This design comes from an exercise in tuning for small area, a short achievable clock period and few clock cycles on the open sky130 flow, not from production work.
In this exercise RTL edits were held to simulation tests only and were not proved equivalent to the original.
Power and IR drop assume default switching activity.

$ cat flow/flow/run.sh
#!/bin/bash
# The standard ORFS layout, unchanged except that timing repair aims for more setup
# slack than the 12 ns clock needs (the clock, constraints and all steps stay the same).
set -euo pipefail
bash standard.sh SETUP_SLACK_MARGIN=7 TNS_END_PERCENT=20 finish > standard_flow.log 2>&1
$ cat flow/constraint.sdc
create_clock -name core_clock -period 12.0 [get_ports {clock}]
set_input_delay 2.4000 -clock core_clock [delete_from_list [all_inputs] [get_ports {clock}]]
set_output_delay 2.4000 -clock core_clock [all_outputs]
set_load 0.01 [all_outputs]
$ cat flow/config.mk
export PLATFORM = sky130hd
export DESIGN_NAME = ysyx_23060025
export DESIGN_NICKNAME = ysyx_23060025
export VERILOG_FILES = /design/flow/design.v
export SDC_FILE = /design/flow/constraint.sdc
export NUM_CORES = 4
export LEC_CHECK = 0
export ABC_CLOCK_PERIOD_IN_PS = 4000
export CAP_MARGIN = 20
export CORE_MARGIN = 2
export CORE_UTILIZATION = 55
export PLACE_DENSITY = 0.65
export SLEW_MARGIN = 20
$ cat flow/standard.sh
#!/bin/bash
# synth_recipe.tcl (not shown) runs the flow's synth.tcl, then flattens the netlist and writes it again
# the make line also repeats each setting of config.mk as NAME=value (left out here)
make -C /OpenROAD-flow-scripts/flow DESIGN_CONFIG=/design/flow/config.mk WORK_HOME=/design/flow/orfs CLKGATE_MAP_FILE= SYNTH_SCRIPT=/design/flow/synth_recipe.tcl "${@:-finish}"
$ cat flow/design.v
module ysyx_23060025_add #(parameter W = 32, L = 5) (
	input  [W-1:0] a,
	input  [W-1:0] b,
	input          ci,
	output [W-1:0] s,
	output         co
);
	wire [W-1:0] p0 = a ^ b;
	wire [W-1:0] g  [0:L];
	wire [W-1:0] p  [0:L];
	assign g[0] = {a[W-1:1] & b[W-1:1], (a[0] & b[0]) | (p0[0] & ci)};
	assign p[0] = p0;
	genvar l, i;
	generate
		for (l = 0; l < L; l = l + 1) begin : g_lvl
			for (i = 0; i < W; i = i + 1) begin : g_bit
				if ((i >> l) & 1) begin : g_comb
					localparam integer J = ((i >> l) << l) - 1;
					assign g[l+1][i] = g[l][i] | (p[l][i] & g[l][J]);
					assign p[l+1][i] = p[l][i] & p[l][J];
				end else begin : g_pass
					assign g[l+1][i] = g[l][i];
					assign p[l+1][i] = p[l][i];
				end
			end
		end
	endgenerate
	assign s  = p0 ^ {g[L][W-2:0], ci};
	assign co = g[L][W-1];
endmodule
module ysyx_23060025 (
	input				clock,
	input				reset,
	input				io_interrupt,
	input				io_master_awready,
	output				io_master_awvalid,
	output		[31:0]	io_master_awaddr,
	output		[3:0]	io_master_awid,
	output		[7:0]	io_master_awlen,
	output		[2:0]	io_master_awsize,
	output		[1:0]	io_master_awburst,
	input				io_master_wready,
	output				io_master_wvalid,
	output		[31:0]	io_master_wdata,
	output		[3:0]	io_master_wstrb,
	output				io_master_wlast,
	output				io_master_bready,
	input				io_master_bvalid,
	input		[1:0]	io_master_bresp,
	input		[3:0]	io_master_bid,
	input				io_master_arready,
	output				io_master_arvalid,
	output		[31:0]	io_master_araddr,
	output		[3:0]	io_master_arid,
	output		[7:0]	io_master_arlen,
	output		[2:0]	io_master_arsize,
	output		[1:0]	io_master_arburst,
	output				io_master_rready,
	input				io_master_rvalid,
	input		[1:0]	io_master_rresp,
	input		[31:0]	io_master_rdata,
	input				io_master_rlast,
	input		[3:0]	io_master_rid,
	output				io_slave_awready,
	input				io_slave_awvalid,
	input		[31:0]	io_slave_awaddr,
	input		[3:0]	io_slave_awid,
	input		[7:0]	io_slave_awlen,
	input		[2:0]	io_slave_awsize,
	input		[1:0]	io_slave_awburst,
	output				io_slave_wready,
	input				io_slave_wvalid,
	input		[31:0]	io_slave_wdata,
	input		[3:0]	io_slave_wstrb,
	input				io_slave_wlast,
	input				io_slave_bready,
	output				io_slave_bvalid,
	output		[1:0]	io_slave_bresp,
	output		[3:0]	io_slave_bid,
	output				io_slave_arready,
	input				io_slave_arvalid,
	input		[31:0]	io_slave_araddr,
	input		[3:0]	io_slave_arid,
	input		[7:0]	io_slave_arlen,
	input		[2:0]	io_slave_arsize,
	input		[1:0]	io_slave_arburst,
	input				io_slave_rready,
	output				io_slave_rvalid,
	output		[1:0]	io_slave_rresp,
	output		[31:0]	io_slave_rdata,
	output				io_slave_rlast,
	output		[3:0]	io_slave_rid
);
	assign io_slave_awready = 1'b0;
	assign io_slave_wready  = 1'b0;
	assign io_slave_bvalid  = 1'b0;
	assign io_slave_bresp   = 2'b0;
	assign io_slave_bid     = 4'b0;
	assign io_slave_arready = 1'b0;
	assign io_slave_rvalid  = 1'b0;
	assign io_slave_rresp   = 2'b0;
	assign io_slave_rdata   = 32'b0;
	assign io_slave_rlast   = 1'b0;
	assign io_slave_rid     = 4'b0;
	reg  [29:0] pc_f;		 
	reg  [29:0] alt;		 
	reg  [31:0] ir;
	reg         ir_v;
	reg         pred;		 
	reg  [1:0]  xs;			 
	reg  [3:0]  ld_off;		 
	reg  [27:0] dtag;
	reg  [3:0]  dvw;
	reg  [31:0] dline [0:3];
	reg  [1:0]  dpos;		 
	reg         dfill;		 
	reg  [63:0] mtime;
	reg  [31:0] rf [1:15];
	reg  [31:0] mtvec, mepc, mcause;
	localparam R_IDLE = 2'd0, R_FILL = 2'd1, R_LOAD = 2'd2;
	reg  [1:0]  rs;
	reg         arv;
	reg  [31:0] ara;
	reg  [3:0]  arl;
	reg  [3:0]  fpos;		 
	reg         awv, wv;
	reg  [29:0] awa;
	reg  [31:0] wd;
	reg  [3:0]  wst;
	reg  [31:0] ic_data [0:15];
	reg  [25:0] ic_tag  [0:1];
	reg  [7:0]  ic_wv   [0:1];
	assign io_master_arvalid = arv;
	assign io_master_araddr  = ara;
	assign io_master_arid    = 4'd0;
	assign io_master_arlen   = {4'd0, arl};
	assign io_master_arsize  = 3'b010;
	assign io_master_arburst = 2'b01;
	assign io_master_rready  = 1'b1;
	assign io_master_awvalid = awv;
	assign io_master_awaddr  = {awa, 2'b00};
	assign io_master_awid    = 4'd1;
	assign io_master_awlen   = 8'd0;
	assign io_master_awsize  = 3'b010;
	assign io_master_awburst = 2'b01;
	assign io_master_wvalid  = wv;
	assign io_master_wdata   = wd;
	assign io_master_wstrb   = wst;
	assign io_master_wlast   = 1'b1;
	assign io_master_bready  = 1'b1;
	wire        f_idx  = pc_f[3];
	wire [2:0]  f_word = pc_f[2:0];
	wire        f_tag_ok = (ic_tag[f_idx] == pc_f[29:4]);
	wire        f_hit  = f_tag_ok & ic_wv[f_idx][f_word];
	wire [26:0] n_line;
	ysyx_23060025_add #(27) u_nline (.a(pc_f[29:3]), .b(27'd0), .ci(1'b1), .s(n_line), .co());
	wire        n_idx  = n_line[0];
	wire [25:0] n_k    = ic_tag[n_idx];
	wire [25:0] n_t    = pc_f[29:4] ^ n_k;
	wire [25:0] n_lc   = {pc_f[28:4] & ~n_k[24:0], pc_f[3]};
	wire        n_tag_ok = ~|(n_t ^ n_lc);
	wire        n_ext  = ~(n_tag_ok & (&ic_wv[n_idx]));
	wire        f_avail = f_hit;
	wire [31:0] f_inst = ic_data[pc_f[3:0]];
	wire [4:0] opc = ir[6:2];
	wire [2:0] f3  = ir[14:12];
	wire is_lui   = (opc == 5'b01101);
	wire is_auipc = (opc == 5'b00101);
	wire is_jal   = (opc == 5'b11011);
	wire is_jalr  = (opc == 5'b11001);
	wire is_br    = (opc == 5'b11000);
	wire is_ld    = (opc == 5'b00000);
	wire is_st    = (opc == 5'b01000);
	wire is_opi   = (opc == 5'b00100);
	wire is_op    = (opc == 5'b01100);
	wire is_sys   = (opc == 5'b11100);
	wire is_csr   = is_sys & (f3 == 3'b001 | f3 == 3'b010);
	wire is_ecall = is_sys & (f3 == 3'b000) & ~ir[29] & ~ir[20];
	wire is_mret  = is_sys & (f3 == 3'b000) & ir[29];
	wire is_ctrl  = is_jalr | (is_jal & ~pred) | is_br | is_ecall | is_mret;
	wire [3:0] ra1 = ir[18:15];
	wire [3:0] ra2 = ir[23:20];
	wire [3:0] rd  = ir[10:7];
	reg  [31:0] rv1;		 
	reg  [31:0] opb_r;		 
	reg         sub_r;
	reg  [31:0] rv2;		 
	wire [31:0] imm_i = {{20{ir[31]}}, ir[31:20]};
	wire [31:0] imm_s = {{20{ir[31]}}, ir[31:25], ir[11:7]};
	wire [31:0] imm_b = {{20{ir[31]}}, ir[7], ir[30:25], ir[11:8], 1'b0};
	wire [31:0] imm_u = {ir[31:12], 12'd0};
	wire [31:0] imm_j = {{12{ir[31]}}, ir[19:12], ir[20], ir[30:21], 1'b0};
	wire [31:0] opb = opb_r ^ {32{sub_r}};
	wire [32:0] sum33;
	ysyx_23060025_add #(32) u_alu_add (.a(rv1), .b(opb_r), .ci(sub_r), .s(sum33[31:0]), .co(sum33[32]));
	wire [31:0] sum = sum33[31:0];
	wire ltu = ~sum33[32];
	wire lts = (rv1[31] == opb[31]) ? sum[31] : rv1[31];
	wire eq  = (rv1 == opb);
	wire br_cond = f3[2] ? (f3[1] ? ltu : lts) : eq;
	wire br_taken = br_cond ^ f3[0];
	wire [4:0]  shamt = opb_r[4:0];
	wire        sh_left = (f3 == 3'b001);
	wire [31:0] sh_in;
	genvar gi;
	generate for (gi = 0; gi < 32; gi = gi + 1) begin : g_rev
		assign sh_in[gi] = sh_left ? rv1[31-gi] : rv1[gi];
	end endgenerate
	wire        sh_fill = ir[30] & rv1[31] & ~sh_left;
	wire [31:0] sh_out = $signed({sh_fill, sh_in}) >>> shamt;
	wire [31:0] sh_res;
	generate for (gi = 0; gi < 32; gi = gi + 1) begin : g_rev2
		assign sh_res[gi] = sh_left ? sh_out[31-gi] : sh_out[gi];
	end endgenerate
	reg [31:0] alu_res;
	always @(*) begin
		case (f3)
			3'b000: alu_res = sum;
			3'b001: alu_res = sh_res;
			3'b010: alu_res = {31'd0, lts};
			3'b011: alu_res = {31'd0, ltu};
			3'b100: alu_res = rv1 ^ opb;
			3'b101: alu_res = sh_res;
			3'b110: alu_res = rv1 | opb;
			default: alu_res = rv1 & opb;
		endcase
	end
	wire [11:0] csr_a = ir[31:20];
	reg  [31:0] csr_old;
	always @(*) begin
		case (csr_a)
			12'h300: csr_old = 32'h0000_1800;
			12'h305: csr_old = mtvec;
			12'h341: csr_old = mepc;
			12'h342: csr_old = mcause;
			12'hF11: csr_old = 32'h7973_7978;
			12'hF12: csr_old = 32'd23060025;
			default: csr_old = 32'd0;
		endcase
	end
	wire [31:0] csr_new = f3[1] ? (csr_old | rv1) : rv1;
	wire        ld_clint = (sum[31:16] == 16'h0200);
	wire        ld_cable = (sum[31:29] == 3'b100);
	wire [4:0]  lo4 = {1'b0, rv1[3:0]} + {1'b0, opb_r[3:0]};
	wire [27:0] hx  = rv1[31:4] ^ opb_r[31:4];
	wire [27:0] hc  = {(rv1[30:4] & opb_r[30:4]) | (hx[26:0] & ~dtag[26:0]), lo4[4]};
	wire        d_tag_ok = ~|(hx ^ dtag ^ hc);
	wire        d_hit    = d_tag_ok & dvw[lo4[3:2]];
	wire        bus_idle = (rs == R_IDLE);
	wire        ld_x0    = ir_v & is_ld & (xs == 2'd0);
	wire        ld_issue = ld_x0 & bus_idle & ~wv & ~d_hit & ~ld_clint;
	wire        ld_data_v = (rs == R_LOAD) & io_master_rvalid;
	wire [31:0] ld_word = (xs == 2'd0) ? dline[lo4[3:2]] :
	                      (xs == 2'd3) ? (ld_off[2] ? mtime[63:32] : mtime[31:0]) : io_master_rdata;
	wire [1:0]  ld_b    = (xs == 2'd0) ? lo4[1:0] : ld_off[1:0];
	wire [31:0] ld_sh   = ld_word >> {ld_b, 3'b000};
	wire [31:0] ld_val  = f3[1] ? ld_sh :
	                      f3[0] ? {{16{~f3[2] & ld_sh[15]}}, ld_sh[15:0]} :
	                              {{24{~f3[2] & ld_sh[7]}}, ld_sh[7:0]};
	wire        ld_done = (xs == 2'd3) | ((xs == 2'd0) & d_hit) | ((xs == 2'd2) & ld_data_v);
	wire        st_ok = ~awv & ~wv;
	wire [3:0]  st_mask = f3[1] ? 4'b1111 : f3[0] ? (sum[1] ? 4'b1100 : 4'b0011) :
	                      (4'b0001 << sum[1:0]);
	wire [31:0] st_data = f3[1] ? rv2 : f3[0] ? {2{rv2[15:0]}} : {4{rv2[7:0]}};
	wire st_go = ir_v & is_st & st_ok;
	wire x_done = ir_v & (is_ld ? ld_done : is_st ? st_ok : 1'b1);
	wire redirect = ir_v & (is_jalr | (is_jal & ~pred) | (is_br & (br_taken ^ pred)) | is_ecall | is_mret);
	wire [31:0] target = (is_jalr | is_jal) ? sum : is_ecall ? mtvec : is_mret ? mepc :
	                     {alt, 2'b00};
	wire wr_x  = ir_v & (is_lui | is_auipc | is_jal | is_jalr | is_opi | is_op | is_csr) & (rd != 4'd0);
	wire wr_rd = wr_x | (ir_v & is_ld & ld_done & (rd != 4'd0));
	wire [31:0] rd_x   = (is_lui | is_auipc) ? sum :
	                     (is_jal | is_jalr) ? {alt, 2'b00} :
	                     is_csr ? csr_old : alu_res;
	wire [31:0] rd_val = is_ld ? ld_val : rd_x;
	integer k;
	always @(posedge clock) begin
		if (wr_rd) rf[rd] <= rd_val;
	end
	always @(posedge clock) begin
		if (ir_v & is_csr & (csr_a == 12'h305)) mtvec <= csr_new;
		if (ir_v & is_ecall) mepc <= {pc_f, 2'b00};
		else if (ir_v & is_csr & (csr_a == 12'h341)) mepc <= csr_new;
		if (ir_v & is_ecall) mcause <= 32'd11;
		else if (ir_v & is_csr & (csr_a == 12'h342)) mcause <= csr_new;
	end
	wire [63:0] mtime_inc;
	ysyx_23060025_add #(64, 6) u_mtime (.a(mtime), .b(64'd0), .ci(1'b1), .s(mtime_inc), .co());
	always @(posedge clock) begin
		if (reset) mtime <= 64'd0;
		else mtime <= mtime_inc;
	end
	wire ld_hazard = ir_v & is_ld & (rd != 4'd0) & ((rd == f_inst[18:15]) | (rd == f_inst[23:20]));
	wire take = f_avail & (~ir_v | x_done) & ~ld_hazard;
	wire        f_is_jal = (f_inst[6:2] == 5'b11011);
	wire        f_is_br  = (f_inst[6:2] == 5'b11000);
	wire        f_sgn    = f_inst[31];
	wire        f_jshort = (f_inst[19:12] == {8{f_sgn}});
	wire        f_pred   = (f_is_jal & f_jshort) | (f_is_br & f_sgn);
	wire [10:0] f_off    = f_is_jal ? {f_inst[12], f_inst[20], f_inst[30:22]}
	                                : {f_sgn, f_inst[7], f_inst[30:25], f_inst[11:9]};
	wire [29:0] f_tinc;
	ysyx_23060025_add #(30) u_finc (.a(pc_f), .b(30'd0), .ci(1'b1), .s(f_tinc), .co());
	wire [10:0] f_lo;
	wire        f_lo_c;
	ysyx_23060025_add #(11, 4) u_flo (.a(pc_f[10:0]), .b(f_off), .ci(1'b0), .s(f_lo), .co(f_lo_c));
	wire [18:0] f_upp, f_upm;
	ysyx_23060025_add #(19) u_fupp (.a(pc_f[29:11]), .b(19'd0), .ci(1'b1), .s(f_upp), .co());
	ysyx_23060025_add #(19) u_fupm (.a(pc_f[29:11]), .b({19{1'b1}}), .ci(1'b0), .s(f_upm), .co());
	wire [18:0] f_up     = (f_lo_c == f_sgn) ? pc_f[29:11] : f_lo_c ? f_upp : f_upm;
	wire [29:0] f_toff   = {f_up, f_lo};
	wire [29:0] f_next   = f_pred ? f_toff : f_tinc;
	wire [3:0]  fa1 = f_inst[18:15];
	wire [3:0]  fa2 = f_inst[23:20];
	wire [31:0] frv1 = (fa1 == 4'd0) ? 32'd0 : rf[fa1];
	wire [31:0] frv2 = (fa2 == 4'd0) ? 32'd0 : rf[fa2];
	wire        fwd1 = wr_x & (rd == fa1);
	wire        fwd2 = wr_x & (rd == fa2);
	wire [31:0] fr1 = fwd1 ? rd_x : frv1;
	wire [31:0] fr2 = fwd2 ? rd_x : frv2;
	wire [2:0]  ff3     = f_inst[14:12];
	wire        f_lui   = (f_inst[6:2] == 5'b01101);
	wire        f_auipc = (f_inst[6:2] == 5'b00101);
	wire        f_op    = (f_inst[6:2] == 5'b01100);
	wire        f_opi   = (f_inst[6:2] == 5'b00100);
	wire        f_st    = (f_inst[6:2] == 5'b01000);
	wire        f_br    = (f_inst[6:2] == 5'b11000);
	wire [31:0] f_imm   = (f_lui | f_auipc) ? {f_inst[31:12], 12'd0} :
	                      f_is_jal ? {{12{f_inst[31]}}, f_inst[19:12], f_inst[20], f_inst[30:21], 1'b0} :
	                      f_st ? {{20{f_inst[31]}}, f_inst[31:25], f_inst[11:7]} :
	                             {{20{f_inst[31]}}, f_inst[31:20]};
	wire        f_sub   = f_br | ((f_op | f_opi) & (ff3 == 3'b010 | ff3 == 3'b011)) |
	                      (f_op & (ff3 == 3'b000) & f_inst[30]);
	wire fill_start = bus_idle & ~f_hit & ~(ir_v & (is_ctrl | is_ld));
	always @(posedge clock) begin
		if (reset) begin
			pc_f <= 30'h0C00_0000;
			ir_v <= 1'b0;
		end else if (redirect) begin
			pc_f <= target[31:2];
			ir_v <= 1'b0;
		end else if (take) begin
			pc_f <= f_next;
			ir_v <= 1'b1;
		end else if (x_done) begin
			ir_v <= 1'b0;
		end
	end
	always @(posedge clock) begin
		if (take) begin
			ir   <= f_inst;
			alt  <= (f_is_br & ~f_pred) ? f_toff : f_tinc;
			rv2  <= fr2;
			pred <= f_pred;
			rv1   <= f_lui ? 32'd0 : (f_auipc | f_is_jal) ? {pc_f, 2'b00} : fr1;
			opb_r <= ((f_op | f_br) ? fr2 : f_imm) ^ {32{f_sub}};
			sub_r <= f_sub;
		end
	end
	always @(posedge clock) begin
		if (reset) xs <= 2'd0;
		else if (ld_x0 & ld_clint) xs <= 2'd3;
		else if (ld_issue) xs <= 2'd2;
		else if (ld_done) xs <= 2'd0;
	end
	always @(posedge clock) begin
		if (xs == 2'd0) ld_off <= sum[3:0];
	end
	always @(posedge clock) begin
		if (reset) begin
			dvw   <= 4'd0;
			dfill <= 1'b0;
		end else if (st_go) begin
			dvw   <= 4'd0;
			dfill <= 1'b0;
		end else if (ld_issue) begin
			dfill <= ld_cable;
			if (ld_cable & ~d_tag_ok) dvw <= 4'd0;
		end else if (ld_data_v & dfill) begin
			dvw[dpos] <= 1'b1;
		end
	end
	always @(posedge clock) begin
		if (ld_issue) begin
			if (ld_cable & ~d_tag_ok) dtag <= sum[31:4];
			dpos <= sum[3:2];
		end else if (ld_data_v) begin
			dpos <= dpos + 2'd1;
		end
		if (ld_data_v & dfill) dline[dpos] <= io_master_rdata;
	end
	always @(posedge clock) begin
		if (reset) begin
			rs  <= R_IDLE;
			arv <= 1'b0;
		end else begin
			if (arv & io_master_arready) arv <= 1'b0;
			case (rs)
				R_IDLE: begin
					if (ld_issue) begin
						arv <= 1'b1;
						rs  <= R_LOAD;
					end else if (fill_start) begin
						arv <= 1'b1;
						rs  <= R_FILL;
					end
				end
				default: begin
					if (io_master_rvalid & io_master_rlast) rs <= R_IDLE;
				end
			endcase
		end
	end
	always @(posedge clock) begin
		if (bus_idle) begin
			if (ir_v & is_ld) begin
				ara <= sum;
				arl <= ld_cable ? {2'b0, ~sum[3:2]} : 4'd0;
			end else begin
				ara <= {pc_f, 2'b00};
				arl <= {n_ext, ~pc_f[2:0]};
				fpos <= pc_f[3:0];
			end
		end else if ((rs == R_FILL) & io_master_rvalid) begin
			fpos <= fpos + 4'd1;
		end
	end
	always @(posedge clock) begin
		if ((rs == R_FILL) & io_master_rvalid) ic_data[fpos] <= io_master_rdata;
	end
	always @(posedge clock) begin
		if (bus_idle & ~ld_issue & fill_start & ~f_tag_ok) ic_tag[f_idx] <= pc_f[29:4];
		if (bus_idle & ~ld_issue & fill_start & n_ext & ~n_tag_ok) ic_tag[n_idx] <= n_line[26:1];
	end
	always @(posedge clock) begin
		if (reset) begin
			for (k = 0; k < 2; k = k + 1) ic_wv[k] <= 8'd0;
		end else if ((rs == R_FILL) & io_master_rvalid) begin
			ic_wv[fpos[3]][fpos[2:0]] <= 1'b1;
		end else if (bus_idle & ~ld_issue & fill_start) begin
			if (~f_tag_ok) ic_wv[f_idx] <= 8'd0;
			if (n_ext & ~n_tag_ok) ic_wv[n_idx] <= 8'd0;
		end
	end
	always @(posedge clock) begin
		if (reset) begin
			awv <= 1'b0;
			wv  <= 1'b0;
		end else if (st_go) begin
			awv <= 1'b1;
			wv  <= 1'b1;
		end else begin
			if (io_master_awready) awv <= 1'b0;
			if (io_master_wready)  wv  <= 1'b0;
		end
	end
	always @(posedge clock) begin
		if (st_go) begin
			awa <= sum[31:2];
			wd  <= st_data;
			wst <= st_mask;
		end
	end
endmodule
==> metrics.md, run 1 <==
| Metric | Value |
|---|---|
| Clk Latency, worst-skew pair | 0.82 ns |
| Die Span Y | 401.4 um |
| Detail Route Antenna Nets | 0 |
| Clk_skew | 0.03624 ns |
| Via-to-Cell Ratio | 6.956 |
| CTS H-tree lvls | 4 |
| DP Area | 0.09070 mm^2 |
| Final setup violation count | 0 |
| Global-route wire length before repair | 449.6 mm |
| Gr usage total | 38.96% |
| Clock Path Buffers | 3 |
| Leak pwr | 33.74 nW |
| Mean Syn Cell Area | 12.29 um^2 |
| CTS tree | yes |
| Synth warn | 7 |
| Async SR Flop Fraction | 0% |
| Cell variety after synth | 108 |
| Largest net degree at the start of global routing | 108 |
| Final Cell Area | 0.09872 mm^2 |
| I/O pins | 383 |
| Register-to-Register Setup Slack | 6.73 ns |
| Wirelength per Cell | 33.89 um |
| Cell Pwr Density | 122.3 mW/mm^2 |
| Top-area cell type share of the netlist area | 51.62% |
| Starting Density | 55.47% |
| Worst rel slew slack | 14.22% |
| Worst path bufs/invs | 3 |
| Initial DRC count | 10,038 |
| Root Buffer Master | clkbuf_16 |
| Hold Crit Class | reg -> reg |
| Maxcap violations | 0 |
| Tmin final | 5.268 ns |
| Delay-heaviest family, CP | compound AO/OA/AOI/OAI gates |
| DIE AREA | 0.1611 mm^2 |
| Sequential fraction of the synthesis area | 55.33% |
| Final nets | 7,626 |
| Syn Inst Count | 7,068 |
| Number of fill cells | 11,977 |
| Core Box Area | 0.1566 mm^2 |
| Grt ovf | 0 |
| RSZ-0062 raised after global routing | true |
| Fin. Hold Viols | 0 |
| Critical-path cell list | inv_1 > fa_2 > nand3b_1 > a21boi_1 > buf_4 > o21ai_0 > fa_1 > xor2_1 > inv_1 > a221oi_1 > a31oi_1 > o22ai_1 > o21ai_0 |
| Detailed Routing Iterations Pass 1 | 11 |
| # hold bufs at CTS | 0 |
| Cell taking the most area after synthesis | edfxtp_1 |
| Initial antenna violation count | 8 |
| Via count | 65,667 |
| Worst slew pin tran | 1.273 ns |
| Share of layout cells above drive strength 1 | 17.04% |
| GPL Wtd Cong | 1.047 |
| Slowest cell on the critical path | o22ai_1 |
| Pins over their slew limit | 0 |
| EDFF count, synth | 1,493 |
| Setup Crit Path Kind | reg -> reg |
| Synth top area cells | edfxtp_1 (52%), mux4_2 (8.6%), dfxtp_1 (3.7%) |
| Crit path DAT | 5.70 ns |
| Synth Register Bits | 1,654 |
| Vias in the first global route | 61,627 |
| DRT Wirelength | 319.9 mm |
| Ys flop type | edfxtp_1 |
| # rows | 145 |
| Critical Path Max Stage Delay | 0.68 ns |
| CTS buffer count | 175 |
| # DRC | 0 |
| Sum Neg Setup Slack | 0 ns |
| Status | complete, no violations |
| Period utilisation layout | 43.90% |
| Startpoint Class | flip-flop |
| Crit. End Element | flip-flop |
| Max VDD drop | 144.2 uV |
| Worst-path clk slew | 0.06 ns |
| Port buffer count | 143 |
| # clock sinks | 1,654 |
| Fmax achieved | 0.1898 GHz |
| Layout area overhead | 13.67% |
| WP data required | 12.43 ns |
| Post-Syn Area | 0.08685 mm^2 |
| Hpwl dp | 208.5 mm |
| Crit path max fanout | 8 |
| Die Wd | 401.4 um |
## worst reg2reg max path, stage by stage, from the launching register on
cell      delay (ns)
edfxtp_1        0.67
inv_1           0.29
fa_2            0.49
nand3b_1        0.23
a21boi_1        0.18
buf_4           0.20
o21ai_0         0.20
fa_1            0.44
xor2_1          0.31
inv_1           0.24
a221oi_1        0.35
a31oi_1         0.12
o22ai_1         0.68
o21ai_0         0.49
## report_power, final
part	total, mW	internal [mW]	switching [mW]	leakage, nW
clock network	5.37	3.01	2.37	2.73
logic	0.411	0.131	0.280	16.1
registers	6.29	6.28	0.0165	14.9
## repair_timing
item,4_1_cts,5_1_grt
resized for setup,189,66
setup buffers,67,24
pin swaps,36,30
cloned,12,3
setup endpoints to repair,1321,1110
## registers in the layout (all words and copies together), names as in the netlist, 16 cells and up, named ones only
name / cells
pc_f: 30
wd: 32
ara: 32
opb_r: 32
mepc: 32
rv1: 32
ir: 24
ic_tag: 52
mtime: 64
awa: 30
dline: 128
mcause: 32
rv2: 32
ic_data: 480
mtvec: 32
ic_wv: 16
alt: 30
rf: 480
dtag: 28
## synthesized netlist by cell type (34+ instances only)
library cell and n:
o211ai_1 81, ha_1 169, inv_1 206, a22oi_1 79
xnor2_1 194, a31oi_1 109, a211oi_1 121, buf_4 106
dfxtp_1 161, a22o_1 37, nor2_1 392, nor4_1 49
and3_1 53, fa_1 38, edfxtp_1 1493, buf_2 66
nand4_1 56, nor3_1 71, nand2_1 825, a21oi_1 393
a221oi_1 34, buf_1 58, a311oi_1 65, mux4_2 331
o22ai_1 76, xor2_1 127, mux2_2 57, mux2i_1 242
nand2b_1 46, nand3_1 160, clkbuf_1 348, and2_1 43
o21ai_0 333
## per-stage QoR
stage | worst slack (ns) | power [mW] | hold slack, ns | cells | utilization, %
after floorplan | 6.088 | 6.644 | 0.4167 | 7151 | -
after global placement | 4.663 | 6.795 | 0.4249 | 9000 | 57.92
after detailed placement | 4.620 | 6.803 | 0.4352 | 9001 | 57.93
after CTS | 6.883 | 12.09 | 0.4475 | 9404 | 62.67
after global routing | 6.721 | 12.35 | 0.4663 | 9431 | 63.04
final | 6.732 | 12.08 | 0.4509 | 9441 | 63.05
## layout by cell type (no fill, tap or decap), types with 45 or more instances in the layout
cell             netlist  final
o22ai_1               76     73
a31oi_1              109    108
a21oi_1              393    371
mux2_2                57     56
o211ai_1              81     81
edfxtp_1            1493   1493
nor2_1               392    363
nand2b_1              46     45
clkdlybuf4s50_1        0    142
dfxtp_1              161    154
xnor2_1              194    186
ha_1                 169    168
buf_4                106    268
mux4_2               331    331
nand4_1               56     56
nand3_1              160    157
nand2_1              825    817
clkbuf_16              0    178
inv_1                206    201
mux2i_1              242    237
nor3_1                71     57
a211oi_1             121    111
xor2_1               127    125
a311oi_1              65     62
conb_1                 2     85
a22oi_1               79     67
o21ai_0              333    316
## layer usage
layer	global-route usage, %	vias up	routed length, um
met4	23.19	6	22600
li1	-	27225	-
met5	0	-	41
met2	57.85	4667	140600
met1	51.83	32761	118000
met3	10.10	1008	38750
## logic make-up after synthesis
group           synth area share (%)
other cells                 0.008647
mux                            12.21
buf+inv                        4.149
compound gates                 12.13
fa+ha+maj                      3.311
simple gates                   9.631
flops                          55.33
xor+xnor                       3.237
## path summary, 6_finish.rpt
check / startpoint / to / cells past startpoint
max reg2reg: rv1[1] / rv2[9] / 13
min reg2reg: mtime[0] / mtime[0] / 1
min: mtime[0] / mtime[0] / 1
max: rv1[1] / rv2[9] / 13
## cell type report
class	count	area [um^2]	area share, %
flip-flops and latches	1654	48080	48.70
diodes	10	25.02	0.02535
inverters	223	884.6	0.8960
multi-input cells	4692	36820	37.29
repair buffers	480	4691	4.751
clock inverters	100	1039	1.052
well taps	2058	2575	2.608
clock buffers	224	4613	4.673
Testbench counts, summed over its fixed seeds: cycles 110,999.
==> run 2, diff against run 1 <==
--- a/flow/design.v
+++ b/flow/design.v
@@ -122,3 +122,3 @@
 	reg         arv;
-	reg  [31:0] ara;
+	reg  [31:0] maddr;		 
 	reg  [3:0]  arl;
@@ -126,3 +126,2 @@
 	reg         awv, wv;
-	reg  [29:0] awa;
 	reg  [31:0] wd;
@@ -133,3 +132,3 @@
 	assign io_master_arvalid = arv;
-	assign io_master_araddr  = ara;
+	assign io_master_araddr  = maddr;
 	assign io_master_arid    = 4'd0;
@@ -140,3 +139,3 @@
 	assign io_master_awvalid = awv;
-	assign io_master_awaddr  = {awa, 2'b00};
+	assign io_master_awaddr  = {maddr[31:2], 2'b00};
 	assign io_master_awid    = 4'd1;
@@ -186,3 +185,2 @@
 	reg         sub_r;
-	reg  [31:0] rv2;		 
 	wire [31:0] imm_i = {{20{ir[31]}}, ir[31:20]};
@@ -194,3 +192,4 @@
 	wire [32:0] sum33;
-	ysyx_23060025_add #(32) u_alu_add (.a(rv1), .b(opb_r), .ci(sub_r), .s(sum33[31:0]), .co(sum33[32]));
+	wire [31:0] add_b = is_st ? imm_s : opb_r;
+	ysyx_23060025_add #(32) u_alu_add (.a(rv1), .b(add_b), .ci(sub_r), .s(sum33[31:0]), .co(sum33[32]));
 	wire [31:0] sum = sum33[31:0];
@@ -260,6 +259,6 @@
 	wire        ld_done = (xs == 2'd3) | ((xs == 2'd0) & d_hit) | ((xs == 2'd2) & ld_data_v);
-	wire        st_ok = ~awv & ~wv;
+	wire        st_ok = ~awv & ~wv & ~arv;
 	wire [3:0]  st_mask = f3[1] ? 4'b1111 : f3[0] ? (sum[1] ? 4'b1100 : 4'b0011) :
 	                      (4'b0001 << sum[1:0]);
-	wire [31:0] st_data = f3[1] ? rv2 : f3[0] ? {2{rv2[15:0]}} : {4{rv2[7:0]}};
+	wire [31:0] st_data = f3[1] ? opb_r : f3[0] ? {2{opb_r[15:0]}} : {4{opb_r[7:0]}};
 	wire st_go = ir_v & is_st & st_ok;
@@ -333,3 +332,3 @@
 	                      (f_op & (ff3 == 3'b000) & f_inst[30]);
-	wire fill_start = bus_idle & ~f_hit & ~(ir_v & (is_ctrl | is_ld));
+	wire fill_start = bus_idle & ~awv & ~f_hit & ~(ir_v & (is_ctrl | is_ld | is_st));
 	always @(posedge clock) begin
@@ -352,6 +351,5 @@
 			alt  <= (f_is_br & ~f_pred) ? f_toff : f_tinc;
-			rv2  <= fr2;
 			pred <= f_pred;
 			rv1   <= f_lui ? 32'd0 : (f_auipc | f_is_jal) ? {pc_f, 2'b00} : fr1;
-			opb_r <= ((f_op | f_br) ? fr2 : f_imm) ^ {32{f_sub}};
+			opb_r <= ((f_op | f_br | f_st) ? fr2 : f_imm) ^ {32{f_sub}};
 			sub_r <= f_sub;
@@ -369,11 +367,10 @@
 	always @(posedge clock) begin
-		if (reset) begin
-			dvw   <= 4'd0;
-			dfill <= 1'b0;
-		end else if (st_go) begin
-			dvw   <= 4'd0;
-			dfill <= 1'b0;
-		end else if (ld_issue) begin
-			dfill <= ld_cable;
-			if (ld_cable & ~d_tag_ok) dvw <= 4'd0;
+		if (reset | st_go) dfill <= 1'b0;
+		else if (ld_issue) dfill <= ld_cable;
+	end
+	always @(posedge clock) begin
+		if (reset | st_go) begin
+			dvw <= 4'd0;
+		end else if (ld_x0 & bus_idle & ~wv & ~d_tag_ok) begin
+			dvw <= 4'd0;
 		end else if (ld_data_v & dfill) begin
@@ -383,4 +380,4 @@
 	always @(posedge clock) begin
-		if (ld_issue) begin
-			if (ld_cable & ~d_tag_ok) dtag <= sum[31:4];
+		if (ld_x0 & bus_idle & ~wv & ~d_tag_ok) dtag <= sum[31:4];
+		if (ld_x0 & bus_idle) begin
 			dpos <= sum[3:2];
@@ -414,8 +411,10 @@
 	always @(posedge clock) begin
-		if (bus_idle) begin
+		if (st_go) begin
+			maddr <= sum;
+		end else if (bus_idle & ~awv) begin
 			if (ir_v & is_ld) begin
-				ara <= sum;
+				maddr <= sum;
 				arl <= ld_cable ? {2'b0, ~sum[3:2]} : 4'd0;
 			end else begin
-				ara <= {pc_f, 2'b00};
+				maddr <= {pc_f, 2'b00};
 				arl <= {n_ext, ~pc_f[2:0]};
@@ -423,3 +422,4 @@
 			end
-		end else if ((rs == R_FILL) & io_master_rvalid) begin
+		end
+		if (~bus_idle & (rs == R_FILL) & io_master_rvalid) begin
 			fpos <= fpos + 4'd1;
@@ -431,4 +431,4 @@
 	always @(posedge clock) begin
-		if (bus_idle & ~ld_issue & fill_start & ~f_tag_ok) ic_tag[f_idx] <= pc_f[29:4];
-		if (bus_idle & ~ld_issue & fill_start & n_ext & ~n_tag_ok) ic_tag[n_idx] <= n_line[26:1];
+		if (bus_idle & fill_start & ~f_tag_ok) ic_tag[f_idx] <= pc_f[29:4];
+		if (bus_idle & fill_start & n_ext & ~n_tag_ok) ic_tag[n_idx] <= n_line[26:1];
 	end
@@ -439,3 +439,3 @@
 			ic_wv[fpos[3]][fpos[2:0]] <= 1'b1;
-		end else if (bus_idle & ~ld_issue & fill_start) begin
+		end else if (bus_idle & fill_start) begin
 			if (~f_tag_ok) ic_wv[f_idx] <= 8'd0;
@@ -458,3 +458,2 @@
 		if (st_go) begin
-			awa <= sum[31:2];
 			wd  <= st_data;
==> run 2 against run 1 <==
Routed wire length is 5.4% lower. Non-clock buffer count is 1 higher. Final cell count is 5.6% lower. First-iteration DRC count is 13% lower. Still clean on timing, DRC and antenna.
==> metrics.md, run 2 <==
| Metric | Value |
|---|---|
| Fmax achieved | 0.1907 GHz (+0.45%) |
| Worst rel slew slack | 18.14% (+3.9 points) |
| Core Box Area | 0.1519 mm^2 (-3.0%) |
| Setup crit end | rv1[13] |
| Post-route insts no fill | 8,914 (-5.6%) |
| # rows | 143 (-1.4%) |
| Startpoint Class | flip-flop |
| Most common cell in the netlist | edfxtp_1 |
| Post-Syn Area | 0.08421 mm^2 (-3.0%) |
| Top flop regs | ic_data x480, rf x480, dline x128 |
| Crit path DAT | 5.77 ns (+0.07 ns) |
| Commonest cells post-synth | edfxtp_1 (1,432), nand2_1 (542), nor2_1 (439) |
| Vias in the first global route | 57,326 (-7.0%) |
| # hold bufs at CTS | 0 (unchanged) |
| Starting Density | 55.44% (about the same) |
| WP data required | 12.52 ns (+0.09 ns) |
| Detail Route Antenna Nets | 0 (unchanged) |
| Fin. Hold Viols | 0 (unchanged) |
| Cell Pwr Density | 121.2 mW/mm^2 (-0.89%) |
| Synth warn | 7 (unchanged) |
| Share of layout cells above drive strength 1 | 19.65% (+2.6 points) |
| Worst slew pin tran | 1.223 ns (-0.04980 ns) |
| # DRC | 0 (unchanged) |
| Delay-heaviest family, CP | compound AO/OA/AOI/OAI gates |
| EDFF count, synth | 1,432 (-4.1%) |
| Crit path max fanout | 34 (+26) |
| Clk Latency, worst-skew pair | 0.85 ns (+0.03 ns) |
| DIE AREA | 0.1563 mm^2 (-3.0%) |
| Wirelength per Cell | 33.96 um (+0.21%) |
| Die Span Y | 395.3 um (-1.5%) |
| Syn Inst Count | 6,547 (-7.4%) |
| Sequential fraction of the synthesis area | 54.89% (-0.44 points) |
| Max VDD drop | 136.3 uV (-5.5%) |
| Sum Neg Setup Slack | 0 ns (unchanged) |
| Final setup violation count | 0 (unchanged) |
| Root Buffer Master | clkbuf_16 |
| CP Depth | 13 (unchanged) |
| Worst r2r src | ir[12] |
| Die Wd | 395.3 um (-1.5%) |
| Clock Path Buffers | 3 (unchanged) |
| CTS buffer count | 170 (-2.9%) |
| Cell variety after synth | 100 (-7.4%) |
| Register-to-Register Path Depth | 13 (unchanged) |
| DRT Wirelength | 302.7 mm (-5.4%) |
| Critical-path cell list | buf_4 > buf_6 > nor3b_4 > buf_6 > mux4_2 > mux2i_1 > mux2i_1 > o31ai_1 > o31ai_1 > a22oi_2 > o21ai_0 > a31oi_2 > nor2_1 |
| Layout area overhead | 14.36% |
| Gr usage total | 38.09% (-0.86 points) |
| Global-route wire length before repair | 423.2 mm (-5.9%) |
| Most common cell after layout, fill and taps aside | edfxtp_1 |
| Hold Path Stages | 1 (unchanged) |
| Maxcap violations | 0 (unchanged) |
| Final setup margin | 6.755 ns (+0.02357 ns) |
| Status | complete, no violations |
| Synth top area cells | edfxtp_1 (51%), mux4_2 (11%), mux2i_1 (3.9%) |
| Critical Path Max Stage Delay | 0.66 ns (-0.02 ns) |
| # clock sinks | 1,593 (-3.7%) |
| Largest net degree at the start of global routing | 97 (-10%) |
| Mean Syn Cell Area | 12.86 um^2 (+4.7%) |
| Dpl cells | 8,466 (-5.9%) |
| Grt ovf | 0 (unchanged) |
| Cell taking the most area after synthesis | edfxtp_1 |
| CTS tree | yes |
| Crit. End Element | flip-flop |
| Via count | 61,021 (-7.1%) |
| Dpl ws | 4.915 ns (+0.2944 ns) |
| Leak pwr | 32.96 nW (-2.3%) |
| Period utilisation layout | 43.71% (-0.20 points) |
| Detailed Routing Iterations Pass 1 | 7 (-4) |
| Crit path launch | ir[12] |
| Synth Register Bits | 1,593 (-3.7%) |
| Setup Crit Path Kind | reg -> reg |
| Core Util, Final | 63.40% (+0.34 points) |
| Most frequent cells in the layout | edfxtp_1 (1,432), nand2_1 (535), nor2_1 (416) |
| Ys flop type | edfxtp_1 |
| Hpwl dp | 197.2 mm (-5.4%) |
| RSZ-0062 raised after global routing | true |
| Clk_skew | 0.06945 ns (+0.03321 ns) |
| Final nets | 7,127 (-6.5%) |
| Register-to-Register Setup Slack | 6.76 ns (+0.02 ns) |
| Hold Crit Class | reg -> reg |
| Reg-to-Reg End | rv1[13] |
| Pins over their slew limit | 0 (unchanged) |
| Worst path bufs/invs | 3 (unchanged) |
| Via-to-Cell Ratio | 6.846 (-1.6%) |
| Initial DRC count | 8,715 (-13%) |
| Tmin final | 5.245 ns (-0.02357 ns) |
| Async SR Flop Fraction | 0% (unchanged) |
| GPL Wtd Cong | 1.035 (-1.2%) |
| I/O pins | 383 (unchanged) |
| Top-area cell type share of the netlist area | 51.06% (-0.56 points) |
| Slowest cell on the critical path | mux4_2 |
| Worst-path clk slew | 0.06 ns (about the same) |
| Initial antenna violation count | 24 (+16) |
| Port buffer count | 143 (unchanged) |
| CTS H-tree lvls | 4 (unchanged) |
==> run 2: cell count changes after synthesis, sizes merged, moves of 32 or more <==
| cell | before | now |
|---|---|---|
| xnor2 | 194 | 226 |
| edfxtp | 1493 | 1432 |
| nand3 | 160 | 100 |
| nor2 | 392 | 441 |
| nand2 | 825 | 542 |
| a311oi | 65 | 10 |
| a211oi | 124 | 173 |
| a21oi | 395 | 340 |
| mux4 | 332 | 403 |
| clkbuf | 348 | 282 |
| a31oi | 109 | 59 |
| mux2i | 242 | 333 |
| o21ai | 339 | 289 |
| buf | 239 | 279 |
==> run 2: timing repair <==
action                                   CTS  global route
pin swaps                                 43            46
endpoints found under the setup margin  1236           853
setup buffers                             78            28
gates resized for setup                  241            87
cloned                                     9             1
==> run 2: cell families (layout without fill, tap and decap cells) <==
group                      after synthesis  count (layout)  share of synthesized area (%)
AOI/OAI and AO/OA                     1348            1348                          10.36
xor gates and xnor gates               325             325                          3.380
adders and majority gates              209             209                          3.444
buffers and inverters                  775            1012                          4.276
DFF                                   1593            1593                          54.89
muxes                                  791             793                          15.48
other                                    2             100                       0.008918
and+or+nand+nor                       1504            1504                          8.164
==> run 2: final cells by class <==
type / instances / area [um^2]
Timing Repair inverter: 1 / 5.005
Fill cell: 11401 / 55600
Timing Repair Buffer: 481 / 4643
Sequential cell: 1593 / 46240
Antenna cell: 15 / 37.54
Multi-Input combinational cell: 4264 / 36450
Tap cell: 2030 / 2540
Inverter: 214 / 822.0
Clock buffer: 208 / 4467
Clock inverter: 108 / 1096
==> run 2: power by group <==
group | internal (mW) | leakage [nW] | switching, mW
clock network | 2.90 | 2.69 | 2.31
registers | 6.04 | 14.4 | 0.0158
logic | 0.148 | 15.9 | 0.259
==> run 2: how the worst min path moves through the flow <==
stage	startpoint	slack, ns	endpoint
5_1_grt	mtime[0]	0.49	mtime[0]
3_5_place_dp	mtime[0]	0.44	mtime[0]
2_1_floorplan	mtime[0]	0.42	mtime[0]
4_1_cts	mtime[0]	0.45	mtime[0]
3_3_place_gp	mtime[0]	0.43	mtime[0]
6_report	mtime[0]	0.45	mtime[0]
==> run 2: through the flow <==
step	power (mW)	cell area [um^2]	hold WS (ns)
6_report	11.67	96300	0.4479
5_1_grt	11.96	96270	0.4905
4_1_cts	11.71	95570	0.4529
3_5_place_dp	6.562	87860	0.4413
3_3_place_gp	6.555	87840	0.4350
2_1_floorplan	6.417	84710	0.4167
==> run 2: worst reg2reg max path: cells and delay by family (launching register included) <==
kind            cells  cell delay (ns)
compound gates      5             1.83
buf+inv             3             1.01
flops               1             0.34
mux                 3             1.36
simple gates        2             0.42
==> run 2: metal layers <==
metal / part of all wire [%] / track usage (%) / routed length [um] / vias up
met3: 12 / 10.03 / 36570 / 874
li1: - / - / - / 25311
met2: 44 / 55.61 / 131900 / 4140
met1: 38 / 52.19 / 114700 / 30680
met5: 0.032 / 0 / 97 / -
met4: 6.4 / 21.04 / 19450 / 16
Testbench counts of run 2, summed over its fixed seeds: cycles 111,643.
==> run 3, diff against run 2 <==
==> flow/flow/run.sh (replaced) <==
#!/bin/bash
# The standard ORFS layout, with two changes to how it is made (the clock, constraints
# and all steps stay the same):
#  - timing repair aims for more setup slack than the 12 ns clock needs;
#  - the buffer that every input and output port gets is a buf_4 instead of the default
#    clkdlybuf4s50_1, which is slower and larger.
set -euo pipefail
bash standard.sh SETUP_SLACK_MARGIN=7 TNS_END_PERCENT=20 \
  "BUFFER_PORTS_ARGS=-buffer_cell sky130_fd_sc_hd__buf_4" finish > standard_flow.log 2>&1
==> run 3 against run 2 <==
Still clean on timing, DRC and antenna. Synthesized area unchanged. Clock power up 2%. Critical path type unchanged. Clock skew up 0.0050 ns. Power up 0.66%. Synthesized cell count unchanged. Register-to-register slack about the same. Critical endpoint is now rf[2][2].
==> metrics.md, run 3 <==
| Metric | Value |
|---|---|
| Status | complete, no violations |
| Crit path max fanout | 15 (-56%) |
| CTS H-tree lvls | 4 (unchanged) |
| CTS tree | yes |
| WP data required | 12.55 ns (+0.03 ns) |
| Fmax achieved | 0.1907 GHz (about the same) |
| Clk Latency, worst-skew pair | 0.83 ns (-0.02 ns) |
| Via-to-Cell Ratio | 6.862 (+0.24%) |
| Hold Crit Class | reg -> reg |
| Grt ovf | 0 (unchanged) |
| Worst slew pin tran | 1.341 ns (+0.1178 ns) |
| Die Wd | 395.3 um (unchanged) |
| Number of fill cells | 11,608 (+1.8%) |
| Initial DRC count | 9,262 (+6.3%) |
| EDFF count, synth | 1,432 (unchanged) |
| Sequential fraction of the synthesis area | 54.89% (unchanged) |
| Detailed Routing Iterations Pass 1 | 8 (+1) |
| Tmin final | 5.244 ns (-0.0001400 ns) |
| Fin. Hold Viols | 0 (unchanged) |
| Multi-input logic area | 0.03646 mm^2 (about the same) |
| Share of layout cells above drive strength 1 | 21.37% (+1.7 points) |
| DRT Wirelength | 309.2 mm (+2.1%) |
| Wirelength per Cell | 34.74 um (+2.3%) |
| Clock Path Buffers | 3 (unchanged) |
| Root Buffer Master | clkbuf_16 |
| Sum Neg Setup Slack | 0 ns (unchanged) |
| Synth top area cells | edfxtp_1 (51%), mux4_2 (11%), mux2i_1 (3.9%) |
| Hold slack | 0.4499 ns (+0.002013 ns) |
| Period utilisation layout | 43.70% (about the same) |
| Register-to-Register Path Depth | 16 (+3) |
| Dpl ws | 4.931 ns (+0.01641 ns) |
| Crit path DAT | 5.79 ns (+0.02 ns) |
| CTS buffer count | 169 (-0.59%) |
| Register area | 0.04624 mm^2 (about the same) |
| Top flop regs | ic_data x480, rf x480, dline x128 |
| Global-route wire length before repair | 428.2 mm (+1.2%) |
| Mean Syn Cell Area | 12.86 um^2 (unchanged) |
| Async SR Flop Fraction | 0% (unchanged) |
| # clock sinks | 1,593 (unchanged) |
| RSZ-0062 raised after global routing | true |
| Detail Route Antenna Nets | 0 (unchanged) |
| Clk_skew | 0.07449 ns (+0.005039 ns) |
| Hold Path Stages | 1 (unchanged) |
| Most common cell after layout, fill and taps aside | edfxtp_1 |
| Commonest cells post-synth | edfxtp_1 (1,432), nand2_1 (542), nor2_1 (439) |
| Die Span Y | 395.3 um (unchanged) |
| Maxcap violations | 0 (unchanged) |
| Pins over their slew limit | 0 (unchanged) |
| Cell variety after synth | 100 (unchanged) |
| Cell Pwr Density | 122.5 mW/mm^2 (+1.1%) |
| Ys flop type | edfxtp_1 |
| Synth warn | 7 (unchanged) |
| Starting Density | 55.44% (unchanged) |
| Port buffer count | 143 (unchanged) |
| Core Box Area | 0.1519 mm^2 (unchanged) |
| Post-route insts no fill | 8,898 (-0.18%) |
| Final setup violation count | 0 (unchanged) |
| GPL Wtd Cong | 1.047 (+1.2%) |
| Leak pwr | 33.09 nW (+0.39%) |
| Synth Register Bits | 1,593 (unchanged) |
| Layout area overhead | 13.92% |
| Syn Inst Count | 6,547 (unchanged) |
| Top-area cell type share of the netlist area | 51.06% (unchanged) |
| Vias in the first global route | 57,096 (-0.40%) |
| Crit. End Element | flip-flop |
| Worst rel slew slack | 10.59% (-7.6 points) |
| Worst-path clk slew | 0.06 ns (about the same) |
| Hpwl dp | 199.3 mm (+1.1%) |
| DIE AREA | 0.1563 mm^2 (unchanged) |
| I/O pins | 383 (unchanged) |
| Gr usage total | 38.65% (+0.56 points) |
| Largest net degree at the start of global routing | 148 (+53%) |
| Initial antenna violation count | 17 (-29%) |
| Final setup margin | 6.756 ns (+0.0001400 ns) |
| Via count | 61,056 (+0.057%) |
| Most frequent cells in the layout | edfxtp_1 (1,432), nand2_1 (532), nor2_1 (415) |
| Dpl cells | 8,461 (-0.059%) |
| Final nets | 7,114 (-0.18%) |
| # DRC | 0 (unchanged) |
| Power Total | 11.75 mW (+0.66%) |
| Most common cell in the netlist | edfxtp_1 |
| Startpoint Class | flip-flop |
| Setup Crit Path Kind | reg -> reg |
| Cell taking the most area after synthesis | edfxtp_1 |
| # rows | 143 (unchanged) |
| Max VDD drop | 131.8 uV (-3.3%) |
| Post-Syn Area | 0.08421 mm^2 (unchanged) |
-- run 3: cell types whose count changed in the layout (fill, tap and decap cells not counted), moves of 5 or more --
| cell | previous run | this run |
|---|---|---|
| a22oi_2 | 8 | 3 |
| a22oi_1 | 44 | 49 |
| buf_12 | 25 | 16 |
| clkinv_1 | 43 | 48 |
| buf_4 | 265 | 400 |
| clkbuf_16 | 170 | 175 |
| clkbuf_1 | 31 | 38 |
| clkinv_2 | 36 | 19 |
| bufinv_16 | 10 | 15 |
| mux2i_1 | 317 | 323 |
| clkdlybuf4s50_1 | 137 | 0 |
-- run 3: power breakdown --
part           switching [mW]  internal, mW  leakage, nW
Clock                    2.30          3.00         2.69
Sequential             0.0163          6.04         14.4
Combinational           0.256         0.138         16.0
Total                    2.57          9.18         33.1
-- run 3: layout make-up --
| type | instances | area share [%] |
|---|---|---|
| antenna | 14 | 0.03652 |
| clock buffer | 213 | 4.678 |
| clock inverter | 100 | 1.162 |
| inverter | 214 | 0.8686 |
| multi-input combinational | 4265 | 38.01 |
| sequential | 1593 | 48.20 |
| tap | 2030 | 2.648 |
| timing repair buffer | 468 | 4.391 |
| timing repair inverter | 1 | 0.007826 |
-- run 3: critical path: stages (launching register included) --
cell      delay, ns
edfxtp_1       0.39
nor4_2         0.27
buf_4          0.19
nand2_8        0.10
buf_12         0.21
mux2i_2        0.19
fa_2           0.22
inv_1          0.05
fa_2           0.40
buf_4          0.16
fa_2           0.88
a22o_1         0.25
a31o_2         0.11
o221ai_1       0.28
a21oi_1        0.63
nand2_1        0.17
nand2_1        0.48
-- run 3: logic make-up (layout without fill, tap and decap cells) --
group,Yosys count,after routing,synth area share (%)
adders and majority gates,209,209,3.444
muxes,791,792,15.48
other,2,99,0.008918
and+or+nand+nor,1504,1504,8.164
AOI/OAI and AO/OA,1348,1350,10.36
xor gates and xnor gates,325,325,3.380
buffers and inverters,775,996,4.276
DFF,1593,1593,54.89
-- run 3: path summary, 6_finish.rpt --
| kind | start | end | slack (ns) |
|---|---|---|---|
| max | ir[6] | rf[2][2] | 6.76 |
| min reg2reg | mtime[0] | mtime[0] | 0.45 |
| max reg2reg | ir[6] | rf[2][2] | 6.76 |
| min | mtime[0] | mtime[0] | 0.45 |
-- run 3: per-stage QoR --
| step | instance area (um^2) | util [%] |
|---|---|---|
| floorplan | 84710 | - |
| global placement | 87480 | 57.59 |
| detailed placement | 87520 | 57.61 |
| CTS | 95080 | 62.59 |
| global route | 95900 | 63.13 |
| finish | 95930 | 63.15 |
-- run 3: metal layers --
metal,up-vias,global-route usage (%),wire length (um)
li1,25307,-,-
met1,30823,53.78,117300
met2,4078,57.39,135800
met3,840,9.347,37940
met4,8,18.60,18090
met5,-,0,47
-- run 3: what timing repair did --
action                     4_1_cts  5_1_grt
hold buffers                     0        0
cloned                          12        5
setup buffers                   66       26
pin swaps                       47       31
gates resized for setup        224      102
setup endpoints to repair     1237     1042
==> run 4, diff against run 3 <==
--- a/flow/design.v
+++ b/flow/design.v
@@ -116,2 +116,5 @@
 	reg         dfill;		 
+	reg         sw_pend;		 
+	reg         pf;			 
+	reg         sw_full;		 
 	reg  [63:0] mtime;
@@ -248,3 +251,3 @@
 	wire        bus_idle = (rs == R_IDLE);
-	wire        ld_x0    = ir_v & is_ld & (xs == 2'd0);
+	wire        ld_x0    = ir_v & is_ld & (xs == 2'd0) & ~sw_pend;
 	wire        ld_issue = ld_x0 & bus_idle & ~wv & ~d_hit & ~ld_clint;
@@ -258,3 +261,3 @@
 	                              {{24{~f3[2] & ld_sh[7]}}, ld_sh[7:0]};
-	wire        ld_done = (xs == 2'd3) | ((xs == 2'd0) & d_hit) | ((xs == 2'd2) & ld_data_v);
+	wire        ld_done = (xs == 2'd3) | (ld_x0 & d_hit) | ((xs == 2'd2) & ld_data_v);
 	wire        st_ok = ~awv & ~wv & ~arv;
@@ -296,6 +299,4 @@
 	wire        f_sgn    = f_inst[31];
-	wire        f_jshort = (f_inst[19:12] == {8{f_sgn}});
-	wire        f_pred   = (f_is_jal & f_jshort) | (f_is_br & f_sgn);
-	wire [10:0] f_off    = f_is_jal ? {f_inst[12], f_inst[20], f_inst[30:22]}
-	                                : {f_sgn, f_inst[7], f_inst[30:25], f_inst[11:9]};
+	wire        f_pred   = f_is_br & f_sgn;
+	wire [10:0] f_off    = {f_sgn, f_inst[7], f_inst[30:25], f_inst[11:9]};
 	wire [29:0] f_tinc;
@@ -366,2 +367,11 @@
 	end
+	wire [27:0] dtag_n;
+	ysyx_23060025_add #(28) u_dtagn (.a(dtag), .b(28'd0), .ci(1'b1), .s(dtag_n), .co());
+	wire        pf_issue = pf & bus_idle & ~awv & ~wv & ~(ir_v & (is_ld | is_st)) & ~fill_start &
+	                       ~sw_pend & (dtag_n[27:25] == 3'b100);
+	always @(posedge clock) begin
+		if (reset) pf <= 1'b0;
+		else if (ld_x0 & d_hit & (lo4[3:2] == 2'd3)) pf <= 1'b1;
+		else if (pf_issue | st_go | ld_issue) pf <= 1'b0;
+	end
 	always @(posedge clock) begin
@@ -369,7 +379,21 @@
 		else if (ld_issue) dfill <= ld_cable;
+		else if (pf_issue) dfill <= 1'b1;
 	end
 	always @(posedge clock) begin
-		if (reset | st_go) begin
+		if (reset) sw_pend <= 1'b0;
+		else sw_pend <= st_go;
+		if (st_go) sw_full <= f3[1];
+	end
+	wire        sw_tag_ok = (dtag == maddr[31:4]);
+	wire        sw_cable  = (maddr[31:29] == 3'b100);
+	wire [1:0]  sw_w      = maddr[3:2];
+	wire        sw_alloc  = sw_pend & sw_full & sw_cable & ~sw_tag_ok;
+	wire        sw_wr     = sw_pend & sw_full & sw_cable;
+	always @(posedge clock) begin
+		if (reset) begin
 			dvw <= 4'd0;
-		end else if (ld_x0 & bus_idle & ~wv & ~d_tag_ok) begin
+		end else if (sw_pend) begin
+			if (sw_tag_ok) dvw[sw_w] <= sw_full & sw_cable;
+			else if (sw_alloc) dvw <= 4'b0001 << sw_w;
+		end else if ((ld_x0 & bus_idle & ~wv & ~d_tag_ok) | pf_issue) begin
 			dvw <= 4'd0;
@@ -381,3 +405,7 @@
 		if (ld_x0 & bus_idle & ~wv & ~d_tag_ok) dtag <= sum[31:4];
-		if (ld_x0 & bus_idle) begin
+		else if (sw_alloc) dtag <= maddr[31:4];
+		else if (pf_issue) dtag <= dtag_n;
+		if (pf_issue) begin
+			dpos <= 2'd0;
+		end else if (ld_x0 & bus_idle) begin
 			dpos <= sum[3:2];
@@ -386,3 +414,4 @@
 		end
-		if (ld_data_v & dfill) dline[dpos] <= io_master_rdata;
+		if (sw_wr) dline[sw_w] <= wd;
+		else if (ld_data_v & dfill) dline[dpos] <= io_master_rdata;
 	end
@@ -402,2 +431,5 @@
 						rs  <= R_FILL;
+					end else if (pf_issue) begin
+						arv <= 1'b1;
+						rs  <= R_LOAD;
 					end
@@ -418,4 +450,9 @@
 			end else begin
-				maddr <= {pc_f, 2'b00};
-				arl <= {n_ext, ~pc_f[2:0]};
+				if (pf_issue) begin
+					maddr <= {dtag_n, 4'd0};
+					arl <= 4'd3;
+				end else begin
+					maddr <= {pc_f, 2'b00};
+					arl <= {n_ext, ~pc_f[2:0]};
+				end
 				fpos <= pc_f[3:0];
==> run 4 against run 3 <==
Still clean. Clock skew is 0.00062 ns higher. Final cell count up 8.8%. Clock power fell by 2%. Global-route usage up 2.6 points. Setup slack improved by 0.15 ns. Maximum frequency up 2.8%. Combinational power increased by about 10%. Hold slack better by 0.0021 ns. Sequential share of layout area shrank 0.96 points. Design area is 2.1% higher. Synthesized area rose by 3.3%. Largest cell class unchanged. Highest routed layer unchanged.
==> metrics.md, run 4 <==
| Metric | Value |
|---|---|
| Power Total | 11.68 mW (-0.61%) |
| Vias in the first global route | 62,832 (+10%) |
| Clk_skew | 0.07511 ns (+0.0006171 ns) |
| Root Buffer Master | clkbuf_16 |
| Cell variety after synth | 104 (+4.0%) |
| DIE AREA | 0.1614 mm^2 (+3.3%) |
| Switching share of total power | 22.42% (+0.52 points) |
| Switching Power | 2.619 mW (+1.8%) |
| Port buffer count | 143 (unchanged) |
| Synth warn | 8 (+1) |
| Via-to-Cell Ratio | 6.973 (+1.6%) |
| Commonest cells post-synth | edfxtp_1 (1,431), nand2_1 (898), nor2_1 (444) |
| Synth top area cells | edfxtp_1 (49%), mux4_2 (7.7%), nand2_1 (3.9%) |
| Initial antenna violation count | 17 (unchanged) |
| Worst rel slew slack | 18.66% (+8.1 points) |
| Core Util, Final | 62.51% (-0.64 points) |
| Register-to-Register Path Depth | 12 (-4) |
| Internal power | 9.062 mW (-1.3%) |
| Fin. Hold Viols | 0 (unchanged) |
| Pins over their slew limit | 0 (unchanged) |
| Wirelength per Cell | 35.15 um (+1.2%) |
| Final nets | 7,880 (+11%) |
| Startpoint Class | flip-flop |
| Detailed Routing Iterations Pass 1 | 7 (-1) |
| Ys flop type | edfxtp_1 |
| Core Box Area | 0.1568 mm^2 (+3.2%) |
| Maxcap violations | 0 (unchanged) |
| Final setup margin | 6.901 ns (+0.1452 ns) |
| Fmax achieved | 0.1961 GHz (+2.8%) |
| Post-route insts no fill | 9,678 (+8.8%) |
| Setup Crit Path Kind | reg -> reg |
| Gate power share | 3.7% (+0.3 points) |
| Hold slack | 0.4520 ns (+0.002115 ns) |
| CTS tree | yes |
| Die Span Y | 401.8 um (+1.6%) |
| I/O pins | 383 (unchanged) |
| Most common cell after layout, fill and taps aside | edfxtp_1 |
| Worst-path clk slew | 0.06 ns (about the same) |
| Status | complete, no violations |
| CTS H-tree lvls | 4 (unchanged) |
| Synth Register Bits | 1,596 (+0.19%) |
| Dpl cells | 9,259 (+9.4%) |
| Flop pwr share | 52.0% (+0.5 points) |
| Number of fill cells | 12,247 (+5.5%) |
| # DRC | 0 (unchanged) |
| Crit path launch | ir[12] |
| WP data required | 12.46 ns (-0.09 ns) |
| Top flop regs | ic_data x480, rf x480, dline x128 |
| Detail Route Antenna Nets | 0 (unchanged) |
| Final Cell Area | 0.09799 mm^2 (+2.1%) |
| Die Wd | 401.8 um (+1.6%) |
| DRT Wirelength | 340.1 mm (+10%) |
| Register-to-Register Setup Slack | 6.90 ns (+0.15 ns) |
| Leak pwr | 34.44 nW (+4.1%) |
| Hold Crit Class | reg -> reg |
| Tmin final | 5.099 ns (-0.1452 ns) |
| Most common cell in the netlist | edfxtp_1 |
| Top-area cell type share of the netlist area | 49.38% (-1.7 points) |
| Async SR Flop Fraction | 0% (unchanged) |
| Crit path max fanout | 43 (+28) |
| Syn Inst Count | 7,361 (+12%) |
| CTS buffer count | 169 (unchanged) |
| Clock Path Buffers | 3 (unchanged) |
| Cell taking the most area after synthesis | edfxtp_1 |
| Clock Power Share | 44.3% (-0.8 points) |
| Grt ovf | 0 (unchanged) |
| Post-Syn Area | 0.08703 mm^2 (+3.3%) |
| Max VDD drop | 138.9 uV (+5.4%) |
| Hpwl dp | 227.5 mm (+14%) |
| Dpl ws | 4.236 ns (-0.6953 ns) |
| Mean Syn Cell Area | 11.82 um^2 (-8.1%) |
| RSZ-0062 raised after global routing | true |
| Starting Density | 55.52% (+0.083 points) |
| Global-route wire length before repair | 473.4 mm (+11%) |
| Reg-to-Reg End | rv1[22] |
| Share of layout cells above drive strength 1 | 17.87% (-3.5 points) |
| Largest net degree at the start of global routing | 122 (-18%) |
| Worst slew pin tran | 1.207 ns (-0.1338 ns) |
| Setup crit end | rv1[22] |
| Clk Latency, worst-skew pair | 0.82 ns (about the same) |
| Sum Neg Setup Slack | 0 ns (unchanged) |
| Crit. End Element | flip-flop |
| Sequential fraction of the synthesis area | 53.17% (-1.7 points) |
| Final setup violation count | 0 (unchanged) |
| # rows | 145 (+1.4%) |
| Period utilisation layout | 42.49% (-1.2 points) |
| GPL Wtd Cong | 1.036 (-1.0%) |
| Cell Pwr Density | 119.2 mW/mm^2 (-2.7%) |
| DP Area | 0.09022 mm^2 (+3.1%) |
| EDFF count, synth | 1,431 (-0.070%) |
| Layout area overhead | 12.59% |
| Crit path DAT | 5.55 ns (-0.24 ns) |
| Most frequent cells in the layout | edfxtp_1 (1,431), nand2_1 (895), nor2_1 (423) |
| Via count | 67,483 (+11%) |
| # clock sinks | 1,596 (+0.19%) |
| Initial DRC count | 10,545 (+14%) |
| Worst r2r src | ir[12] |
| Gr usage total | 41.24% (+2.6 points) |
==> run 4: changes by cell type after synthesis, sizes merged, moves of 51 or more <==
cell    delta
mux4     -105
and3      +51
nand3     +72
clkbuf    +65
a31oi     +80
nand2    +357
==> run 4: timing repair <==
action | 4_1_cts | 5_1_grt
buffers inserted | 40 | 52
resized for setup | 170 | 69
gates cloned | 7 | 0
pin swaps | 21 | 14
hold buffers | 0 | 0
setup endpoints to repair | 1422 | 1057
==> run 4: final cells by class <==
cell class                      instances  area [um^2]  share of cell area [%]
Inverter                              207        804.5                  0.8211
Sequential cell                      1596        46290                   47.24
Antenna cell                            9        22.52                 0.02298
Clock buffer                          211         4462                   4.553
Multi-Input combinational cell       5018        38600                   39.40
Tap cell                             2058         2575                   2.628
Timing Repair Buffer                  479         4213                   4.299
Clock inverter                        100         1013                   1.034
==> run 4: kinds of logic (layout without fill, tap and decap cells) <==
kind of cell	count (synthesis)	count (layout)	share of synthesized area (%)
buf+inv	833	997	4.378
other cells	2	94	0.008629
mux	714	714	12.62
simple gates	2002	2005	10.35
fa+ha+maj	216	216	3.433
flops	1596	1596	53.17
xor+xnor	375	375	3.774
compound gates	1623	1623	12.27
==> run 4: per-layer routing <==
| metal | share of wire (%) | GRT usage [%] | wire, um | up-vias |
|---|---|---|---|---|
| met1 | 38 | 56.56 | 127800 | 33665 |
| met4 | 6.6 | 22.86 | 22550 | 10 |
| li1 | - | - | - | 27991 |
| met5 | 0.044 | 0 | 148 | - |
| met3 | 13 | 11.37 | 44850 | 923 |
| met2 | 43 | 59.52 | 144800 | 4894 |
==> run 4: worst min path at each step <==
stage	start	to	slack, ns	cells after the start
4_1_cts	mtime[0]	mtime[0]	0.46	1
2_1_floorplan	mtime[0]	mtime[0]	0.42	1
5_1_grt	mtime[0]	mtime[0]	0.48	1
6_report	mtime[0]	mtime[0]	0.45	1
3_3_place_gp	mtime[0]	mtime[0]	0.43	1
3_5_place_dp	mtime[0]	mtime[0]	0.44	1
==> run 4: critical path: stages (launching register included) <==
cell	delay (ns)
edfxtp_1	0.68
buf_6	0.41
nor3b_4	0.29
buf_4	0.33
xnor2_1	0.18
mux2i_4	0.28
a22o_1	0.26
a2111oi_1	0.94
a21oi_1	0.19
nor3_2	0.42
o221a_2	0.46
nand2b_1	0.15
a31oi_1	0.14
==> run 4: power groups by stage <==
stage / sequential, mW / combinational, mW / clock, mW
after detailed placement: 6.19 / 0.414 / 0
final: 6.07 / 0.434 / 5.18
after global routing: 6.07 / 0.453 / 5.43
after global placement: 6.18 / 0.408 / 0
after floorplan: 6.18 / 0.259 / 0
after CTS: 6.07 / 0.419 / 5.21
Testbench counts of run 4, summed over its fixed seeds: cycles 101,153.

==> re-timing with driven ports <==
No port has a modelled driver above. Below, the same layouts with a new extraction and two added sets of constraints.
Step 1 assumes that a clkbuf_16 drives the clock port and a buf_2 every other input.
Step 2 moves the port delays by t, midway between the first and last clock arrival at a register: inputs arrive t later, outputs are due t later. That takes back most of the time a late clock gives input paths.
Slacks: ideal / step 1 / step 2; pairs: ideal / step 1.
run	t (ns)	slack for setup (ns)	worst setup path after step 2	worst register clock-pin slew, ns	worst data-port slew with drivers (ns)
run 1	0.888	6.732 / 6.732 / 6.191	input to register	0.07 / 0.07	0.10
run 2	0.893	6.755 / 6.755 / 6.088	input to register	0.07 / 0.07	0.12
run 3	0.875	6.756 / 6.756 / 6.588	input to register	0.07 / 0.07	0.12
run 4	0.865	6.901 / 6.901 / 6.525	input to register	0.07 / 0.07	0.15
After both steps every run listed still meets setup and hold. For run 2, which loses most, drivers alone change the setup slack by 0.000 ns; drivers and shift together by -0.667 ns.
